This design comes from an exercise in tuning for small area and a short achievable clock period on the open sky130 flow, not from production work. Where RTL was checked, it was by simulation tests only, not by an equivalence proof against the original. For run 2, only the layout was checked, not whether the RTL still works.

$ cat design/flow/config.mk
export PLATFORM = sky130hd
export DESIGN_NAME = CS
export DESIGN_NICKNAME = CS
export VERILOG_FILES = /design/flow/design.v
export SDC_FILE = /design/flow/constraint.sdc
export NUM_CORES = 4
export LEC_CHECK = 0
export CAP_MARGIN = 20
export CORE_MARGIN = 2
export CORE_UTILIZATION = 40
export SLEW_MARGIN = 20
$ cat design/flow/constraint.sdc
create_clock -name core_clock -period 23.0 [get_ports {clk}]
set_input_delay 4.6000 -clock core_clock [delete_from_list [all_inputs] [get_ports {clk}]]
set_output_delay 4.6000 -clock core_clock [all_outputs]
set_load 0.01 [all_outputs]
$ cat design/flow/design.v
`timescale 1ns/10ps
module CS(Y, X, reset, clk);
input clk, reset; 
input [7:0] X;
output reg [9:0] Y;
reg [3:0]count;
reg [7:0]buffer[8:0];
wire [10:0]avg;
wire [7:0]smaller0, smaller1, smaller2, smaller3, smaller4, smaller5, smaller6, smaller7, smaller8, 
          com01, com23, com45, com67, 
          com03, com47,
          com07, com8;        
integer i;
assign avg = (buffer[0] + buffer[1] + buffer[2] + buffer[3] + buffer[4] + buffer[5] + buffer[6] + buffer[7] + buffer[8])/9; 
assign smaller0 = (buffer[0] <= avg)?buffer[0]:8'd0;
assign smaller1 = (buffer[1] <= avg)?buffer[1]:8'd0;
assign smaller2 = (buffer[2] <= avg)?buffer[2]:8'd0;
assign smaller3 = (buffer[3] <= avg)?buffer[3]:8'd0;
assign smaller4 = (buffer[4] <= avg)?buffer[4]:8'd0;
assign smaller5 = (buffer[5] <= avg)?buffer[5]:8'd0;
assign smaller6 = (buffer[6] <= avg)?buffer[6]:8'd0;
assign smaller7 = (buffer[7] <= avg)?buffer[7]:8'd0;
assign smaller8 = (buffer[8] <= avg)?buffer[8]:8'd0;
assign com01 = (smaller0 > smaller1)?smaller0:smaller1;
assign com23 = (smaller2 > smaller3)?smaller2:smaller3;
assign com45 = (smaller4 > smaller5)?smaller4:smaller5;
assign com67 = (smaller6 > smaller7)?smaller6:smaller7;
assign com03 = (com01 > com23)?com01:com23;
assign com47 = (com45 > com67)?com45:com67;
assign com07 = (com03 > com47)?com03:com47;
assign com8 = (com07 > smaller8)?com07:smaller8;
always@(posedge clk)
begin
  if(reset)
    begin
      for(i = 0; i < 9; i = i + 1)
        buffer[i] <= 8'd0;    
  end  
  else
    begin
      for(i = 0; i < 8; i = i + 1)
          buffer[i+1] <= buffer[i]; 
      buffer[0] <= X;
  end
end
always@(posedge clk)
begin
  if(reset)
    begin
      count <= 4'd0; 
      Y <= 10'd0; 
  end  
  else
    begin
      if(count != 4'd9)
        begin     
          Y <= 10'd0;  
          count <= count + 4'd1;  
      end
      else
        begin
          count <= count;
                Y <= (buffer[0] + buffer[1] + buffer[2] + buffer[3] + buffer[4] + buffer[5] + buffer[6] + buffer[7] + buffer[8] + (com8 * 9)) >> 3;
      end
  end
end
endmodule
$ cat design/flow/run.sh
#!/bin/bash
# synth_recipe.tcl (not shown) runs the flow's synth.tcl, then flattens the netlist and writes it again
# the make line also repeats each setting of config.mk as NAME=value (left out here)
make -C /OpenROAD-flow-scripts/flow DESIGN_CONFIG=/design/flow/config.mk WORK_HOME=/design/flow/orfs CLKGATE_MAP_FILE= SYNTH_SCRIPT=/design/flow/synth_recipe.tcl finish
==> results of run 1 <==
registers in the layout, indices dropped and copies added, names as in the netlist:
signal and cells:
buffer 72, Y 10, count 4
per-layer routing:
| layer | wire length (µm) | share of wire, % | vias to the layer above |
|---|---|---|---|
| li1 | - | - | 4698 |
| met1 | 14900 | 49 | 4487 |
| met2 | 13600 | 45 | 217 |
| met3 | 1370 | 4.5 | 40 |
| met4 | 600 | 2.0 | 0 |
| met5 | 0 | 0 | - |
cells by family after synthesis:
logic type	Yosys count	synth area share, %
flops	86	16.0
mux	28	2.65
compound gates	314	20.7
xor+xnor	28	2.34
fa+ha+maj	236	31.4
simple gates	437	20.3
buf+inv	189	6.71
layout by cell type, fill, tap and decap left out, types with 10 or more instances in the layout:
cell type	instances
nor2_1	87
ha_1	171
o21a_1	43
nand2b_1	24
buf_4	30
o21ai_0	53
o31ai_1	14
inv_1	156
nor2b_1	69
a21oi_1	57
and3_1	10
a211oi_1	12
xnor2_1	21
nand3_1	48
dfxtp_1	86
fa_1	59
nand4_1	21
nand2_1	115
clkdlybuf4s50_1	18
a21o_1	28
nor3_1	17
mux2i_1	23
stage by stage:
stage	util, %	cell area (µm²)	TNS, ns
5_1_grt	44.7	11900	-0.0721
3_5_place_dp	43.0	11500	0
4_1_cts	44.1	11800	0
3_3_place_gp	43.0	11500	0
6_report	44.7	11900	0
2_1_floorplan	-	10800	0
final cells by class:
type                    count  area (µm²)  area share [%]
inverters                 159         602            5.04
repair buffers             50         422            3.53
well taps                 341         427            3.57
multi-input cells        1043        8470            70.9
clock buffers               9         225            1.89
flip-flops and latches     86        1720            14.4
clock inverters             7        85.1           0.712
path summary, 6_finish.rpt:
path                                              start                    end  slack, ns
worst max-delay path            buffer[0][5]$_SDFF_PP0_        Y[8]$_SDFF_PP0_       1.34
worst min-delay path              count[2]$_SDFFE_PP0P_  count[2]$_SDFFE_PP0P_       0.51
worst max register to register  buffer[0][5]$_SDFF_PP0_        Y[8]$_SDFF_PP0_       1.34
worst min register to register    count[2]$_SDFFE_PP0P_  count[2]$_SDFFE_PP0P_       0.51
worst min-delay path, delay by kind of cell, from the launching register on:
kind / cells / cell delay [ns]
flip-flops: 1 / 0.33
AND/OR/NAND/NOR: 1 / 0.07
AO/OA/AOI/OAI: 1 / 0.05
timing repair:
item | in CTS | in global routing
endpoints found under the setup margin | 0 | 9
resized for setup | 0 | 30
buffers inserted | 0 | 3
==> summary.txt, run 1 <==
First-pass iteration count of the detailed router: 5
Met1 Usage GRT: 31.7%
Worst slew pin tran: 0.779 ns
Max stage delay on crit path: 0.56 ns
Avg Inst Size Synth: 8.18 µm²
Vias per cell: 5.57
Cell taking the most area after synthesis: ha_1
Setup crit start kind: flip-flop
HP Class: flip-flop to flip-flop
Die area: 28300 µm²
Share of cells above drive strength 1: 8.12%
Most Used Layer, Global Route: met2
Final hold violations: 0
M2 GR Usage: 35.5%
Dpl cells: 1676
I/O Buffers: 19
Clock Sinks: 86
Distinct cells, synth: 91
Core footprint: 26700 µm²
Status: timing/DRC/antenna clean
First-pass GRT wire length: 49.1 mm
Antenna Violating Nets Remaining: 0
Final std cells w/o fill: 1695
Drt initial violations: 785
Initial antenna violation count: 0
Synth area leaders: ha_1 (20%), dfxtp_1 (16%), fa_1 (11%)
Net count reported at finish: 1589
CP Capture Type: flip-flop
Via count: 9442
Initial core utilization: 40.3%
Top cells by count, synth: ha_1 (171), inv_1 (156), nand2_1 (115), nor2_1 (88), dfxtp_1 (86)
Reg2Reg Depth: 101
Syn_nets: 1558
Worst setup margin: 1.34 ns
Fin crit period: 21.66 ns
CP Class: flip-flop to flip-flop
Part of the Yosys area used for sequential elements: 16.0%
Cell Rows: 60
Final setup viols: 0
Hold-critical path depth: 2
Final WL: 30.5 mm
CP max FO: 18
Asr flop ratio synth: 0%
Synth Register Bits: 86
IO Pins: 20
Max_cap viols: 0
Drc violations: 0
RePlAce Congestion: 0.889
Tot GR Track Use: 22.2%
Post-synth top area share: 19.8%
CP top delay family: compound AO/OA/AOI/OAI gates
Fin crit share: 94.2%
WP buf/inv: 14
H-tree levels: 3
Die height: 168 µm
FILL cells: 2621
Yosys warnings: 2
Worst-path clk slew: 0.07 ns
Largest net degree at the start of global routing: 53
CTS root buf: clkbuf_16
Pins Over Slew Limit: 0
Hold Worst Slack: 0.507 ns
Slew HR: 48.1%
Pre-CTS setup slack: 0.111 ns
Fmax: 0.0462 GHz
Crit-path slowest cell: fa_1
Vias in the first global route: 9211
GR Overflow Total: 0
Post-synth EDFFs: 0
Final setup skew: 0.0110 ns
Cts bufs inserted: 9
Die W: 168 µm
Synth Flop Type: dfxtp_1
# diodes: 0
Worst-skew pair later-pin latency: 0.36 ns
Worst Path Required: 23.25 ns
Cell Area, Synth: 10800 µm²
CTS tree: built
Per-cell routed wire length: 18.0 µm
Most common cell in the synthesized netlist: ha_1
Synth Instances: 1318
Instance count on the critical path: 101
Met3 Resource Use GR: 2.82%
Layout area overhead: 10.8%
Longest Clk Path Bufs: 2
Post-CTS Hold Buffers: 0
Crit path DAT: 21.91 ns
Post-DP HPWL: 24.5 mm
==> run 2: changes to the inputs <==
==> design/flow/design.v (replaced) <==
`timescale 1ns/10ps
module CS(Y, X, reset, clk);
input clk, reset;
input [7:0] X;
output reg [9:0] Y;
reg [3:0] count;
reg [7:0] w [0:8];
reg [7:0] q;       
reg [3:0] r;       
integer i, k;
wire full = (count == 4'd9);
always @(posedge clk) begin
  w[0] <= X;
  for (i = 1; i < 9; i = i + 1) w[i] <= w[i-1];
end
always @(posedge clk) begin
  if (reset) count <= 4'd0;
  else if (!full) count <= count + 4'd1;
end
wire [9:0] u = {2'b00, X} - {2'b00, (full ? w[8] : 8'd0)};
wire signed [5:0] s = $signed({2'b00, r}) + $signed({3'b000, u[2:0]}) + $signed({3'b000, u[8:6]})
                    + $signed({5'b00000, u[9]}) - $signed({3'b000, u[5:3]});    
wire signed [5:0] s1 = s < 0 ? s + 6'sd9 : (s >= 18 ? s - 6'sd18 : (s >= 9 ? s - 6'sd9 : s));
wire [3:0] rn = s1[3:0];
wire [7:0] v = {4'd0, r} + u[7:0] - {4'd0, rn};
wire [7:0] qn = q + (v << 6) - (v << 3) + v;
always @(posedge clk) begin
  if (reset) begin q <= 8'd0; r <= 4'd0; end
  else begin q <= qn; r <= rn; end
end
function gt8;
  input [7:0] a; input [7:0] b;
  reg [7:0] g, l; reg [3:0] g1, l1; reg [1:0] g2, l2;
  integer k;
  begin
    g = a & ~b; l = ~a & b;
    for (k = 0; k < 4; k = k + 1) begin
      g1[k] = g[2*k+1] | (~l[2*k+1] & g[2*k]);
      l1[k] = l[2*k+1] | (~g[2*k+1] & l[2*k]);
    end
    for (k = 0; k < 2; k = k + 1) begin
      g2[k] = g1[2*k+1] | (~l1[2*k+1] & g1[2*k]);
      l2[k] = l1[2*k+1] | (~g1[2*k+1] & l1[2*k]);
    end
    gt8 = g2[1] | (~l2[1] & g2[0]);
  end
endfunction
reg [8:0] c;
reg [7:0] xa;
reg any;
always @(*) begin
  for (i = 0; i < 9; i = i + 1) c[i] = !gt8(w[i], q);
  for (k = 7; k >= 0; k = k - 1) begin
    any = 1'b0;
    for (i = 0; i < 9; i = i + 1) any = any | (c[i] & w[i][k]);
    xa[k] = any;
    for (i = 0; i < 9; i = i + 1) c[i] = c[i] & (w[i][k] | !any);
  end
end
wire [8:0] T = q + xa;
wire [12:0] tot = {T, 3'b000} + T + r;
always @(posedge clk) begin
  if (reset || !full) Y <= 10'd0;
  else Y <= tot[12:3];
end
endmodule
==> run 2 against run 1 <==
Net effect:
- still clean on timing, DRC and antenna
- die area fell by 25%
- worst setup slack improved by 8.4 ns
- first-iteration DRC count did not move
- area after synthesis fell by 26%
- routed wire length fell by 17%
- via count fell by 21%
- core utilization fell by 0.16 points
- count of clock-buffer cells in the layout rose by 1
- largest cell class unchanged
==> summary.txt, run 2 <==
Dpl cells: 1199 (-28%)
Cell Rows: 51 (-15%)
Post-synth top area share: 24.5% (+4.6 points)
Worst-path clk slew: 0.07 ns (about the same)
Die W: 146 µm (-13%)
Hold Worst Slack: 0.359 ns (-0.148 ns)
Via count: 7478 (-21%)
Synth Register Bits: 98 (+14%)
CP max FO: 8 (-10)
Crit-path slowest cell: fa_1
Top cells by count, synth: dfxtp_1 (98), inv_1 (80), ha_1 (68), a21oi_1 (52), nor2_1 (45)
Final setup skew: 0.00829 ns (-0.00271 ns)
Largest net degree at the start of global routing: 19 (-64%)
Biggest regs: w (72), Y (10), q (8)
Layout area overhead: 8.83%
Worst slew pin tran: 0.735 ns (-0.0440 ns)
HP Class: flip-flop to flip-flop
Post-CTS Hold Buffers: 0 (unchanged)
Dpl cell area: 8410 µm² (-27%)
Fmax: 0.0752 GHz (+63%)
CP top delay family: adder cells
CTS root buf: clkbuf_16
Longest Clk Path Bufs: 2 (unchanged)
Most flops, register: w
Most frequent cells in the layout: dfxtp_1 (98), inv_1 (80), ha_1 (68)
Distinct cells, synth: 88 (-3.3%)
Hold Crit Start: w[1][0]$_DFF_P_
Share of cells above drive strength 1: 5.58% (-2.5 points)
Die area: 21200 µm² (-25%)
Final instance area: 8730 µm² (-27%)
Avg Inst Size Synth: 8.48 µm² (+3.7%)
Die height: 146 µm (-13%)
# diodes: 0 (unchanged)
Slew HR: 49.8% (+1.7 points)
WP buf/inv: 5 (-9)
IO Pins: 20 (unchanged)
Beginning of the critical path: X[0]
Tot GR Track Use: 23.8% (+1.6 points)
Most common cell in the synthesized netlist: dfxtp_1
Cts bufs inserted: 9 (unchanged)
Post-synth EDFFs: 0 (unchanged)
Core footprint: 19600 µm² (-27%)
Net count reported at finish: 1042 (-34%)
Yosys warnings: 2 (unchanged)
Max stage delay on crit path: 0.65 ns (+0.09 ns)
H-tree levels: 3 (unchanged)
Cell taking the most area after synthesis: dfxtp_1
RSZ-0062 raised after global routing: false
Synth Instances: 945 (-28%)
Setup crit start kind: input pin
Post-cts resize count: 0 (unchanged)
Fin crit share: 57.8% (-36 points)
Drc violations: 0 (unchanged)
First-pass iteration count of the detailed router: 6 (+1)
Core Util, Final: 44.5% (-0.16 points)
Vias in the first global route: 7003 (-24%)
Worst Path Required: 23.23 ns (-0.02 ns)
Cell Area, Synth: 8020 µm² (-26%)
Crit path DAT: 13.52 ns (-8.39 ns)
Syn_nets: 1042 (-33%)
Final hold violations: 0 (unchanged)
First-pass GRT wire length: 39.8 mm (-19%)
Final std cells w/o fill: 1215 (-28%)
Status: timing/DRC/antenna clean
RePlAce Congestion: 0.958 (+7.8%)
CP Class: input pin to flip-flop
Fin crit period: 13.29 ns (-8.36 ns)
Synth Flop Type: dfxtp_1
Cell repeated most along the worst path: ha_1
CP Capture Type: flip-flop
Max_cap viols: 0 (unchanged)
Part of the Yosys area used for sequential elements: 24.5% (+8.5 points)
CTS tree: built
Asr flop ratio synth: 0% (unchanged)
GR Overflow Total: 0 (unchanged)
Worst-skew pair later-pin latency: 0.36 ns (about the same)
Initial antenna violation count: 0 (unchanged)
Max reg flops: 72 (unchanged)
Initial core utilization: 40.9% (+0.59 points)
Clock Sinks: 98 (+14%)
Post-DP HPWL: 19.5 mm (-21%)
Pins Over Slew Limit: 0 (unchanged)
Per-cell routed wire length: 20.8 µm (+16%)
Final WL: 25.3 mm (-17%)
Post-CTS Setup Inserts: 0 (unchanged)
Commonest non-fill, non-tap cell in the layout: dfxtp_1
Synth area leaders: dfxtp_1 (24%), ha_1 (11%), fa_1 (4.7%)
Final setup viols: 0 (unchanged)
Vias per cell: 6.15 (+10%)
I/O Buffers: 19 (unchanged)
Worst R2R Start: q[3]$_SDFF_PP0_
Setup TNS Final: 0 ns (unchanged)
Drt initial violations: 785 (unchanged)
Antenna Violating Nets Remaining: 0 (unchanged)
==> run 2: area by class of cell <==
| cell class | instances | area [µm²] |
|---|---|---|
| Fill cell | 1954 | 10900 |
| Multi-Input combinational cell | 724 | 5560 |
| Sequential cell | 98 | 1960 |
| Inverter | 89 | 337 |
| Tap cell | 265 | 332 |
| Clock buffer | 10 | 239 |
| Timing Repair Buffer | 23 | 220 |
| Clock inverter | 6 | 73.8 |
==> run 2: path summary, 6_finish.rpt <==
| kind | end | slack, ns | depth (start not counted) |
|---|---|---|---|
| min | w[2][0]$_DFF_P_ | 0.36 | 0 |
| max reg2reg | Y[8]$_SDFF_PP0_ | 11.97 | 41 |
| max | q[7]$_SDFF_PP0_ | 9.71 | 41 |
| min reg2reg | w[2][0]$_DFF_P_ | 0.36 | 0 |
==> run 2: cell families (layout without fill, tap and decap cells) <==
kind of cell | count (synthesis) | count (layout) | share of synthesized area [%]
compound gates | 315 | 315 | 29.4
buf+inv | 123 | 128 | 6.15
fa+ha+maj | 101 | 101 | 17.1
xor+xnor | 42 | 42 | 4.59
simple gates | 266 | 266 | 18.3
flops | 98 | 98 | 24.5
==> run 2: stage by stage <==
stage | worst slack [ns]
after floorplan | 10.45
after global placement | 9.55
after detailed placement | 9.36
after CTS | 9.74
after global routing | 9.03
final | 9.71
==> run 2: per-layer routing <==
layer  share of wire [%]  GRT usage [%]  routed length [µm]
met1                  45           32.8               11300
met2                  44           37.6               11200
met3                 8.6           4.33                2160
met4                 2.3           7.94                 575
met5                   0              0                   0
==> run 2: worst reg2reg max path: cells and delay by family, from the launching register on <==
kind	cells	cell delay, ns
AOI/OAI and AO/OA	17	4.38
and+or+nand+nor	11	2.81
adders and majority gates	5	1.58
buffers and inverters	6	0.85
DFF	1	0.81
xor gates and xnor gates	2	0.50

==> afterwards: timing with drivers on the ports <==
The flow's constraints put no driver on any port. The routed layouts listed below were extracted and timed again, unchanged, in two steps.
Step 1: set_driving_cell puts a clkbuf_16 on clk and a buf_2 on each other input, an assumption about the parent block.
Step 2 adds t to the input delays and takes it off the output delays; t is the mean of the earliest and latest rising clock arrival at the registers after step 1. Input paths then give back, and output paths get back, about the clock's delay inside the block.
a / b / c = ideal ports / drivers / drivers and shift; a / b = the first two.
run | shift t [ns] | setup WS [ns] | worst hold slack (ns) | worst register clock-pin slew, ns
run 1 | 0.406 | 1.342 / 1.342 / 1.342 | 0.507 / 0.507 / 0.507 | 0.08 / 0.08
run 2 | 0.402 | 9.705 / 9.727 / 9.325 | 0.359 / 0.359 / 0.359 | 0.08 / 0.08
After both steps setup and hold are still met in every run listed. For run 2, which loses most, drivers alone change the setup slack by +0.022 ns; drivers and shift together by -0.380 ns.
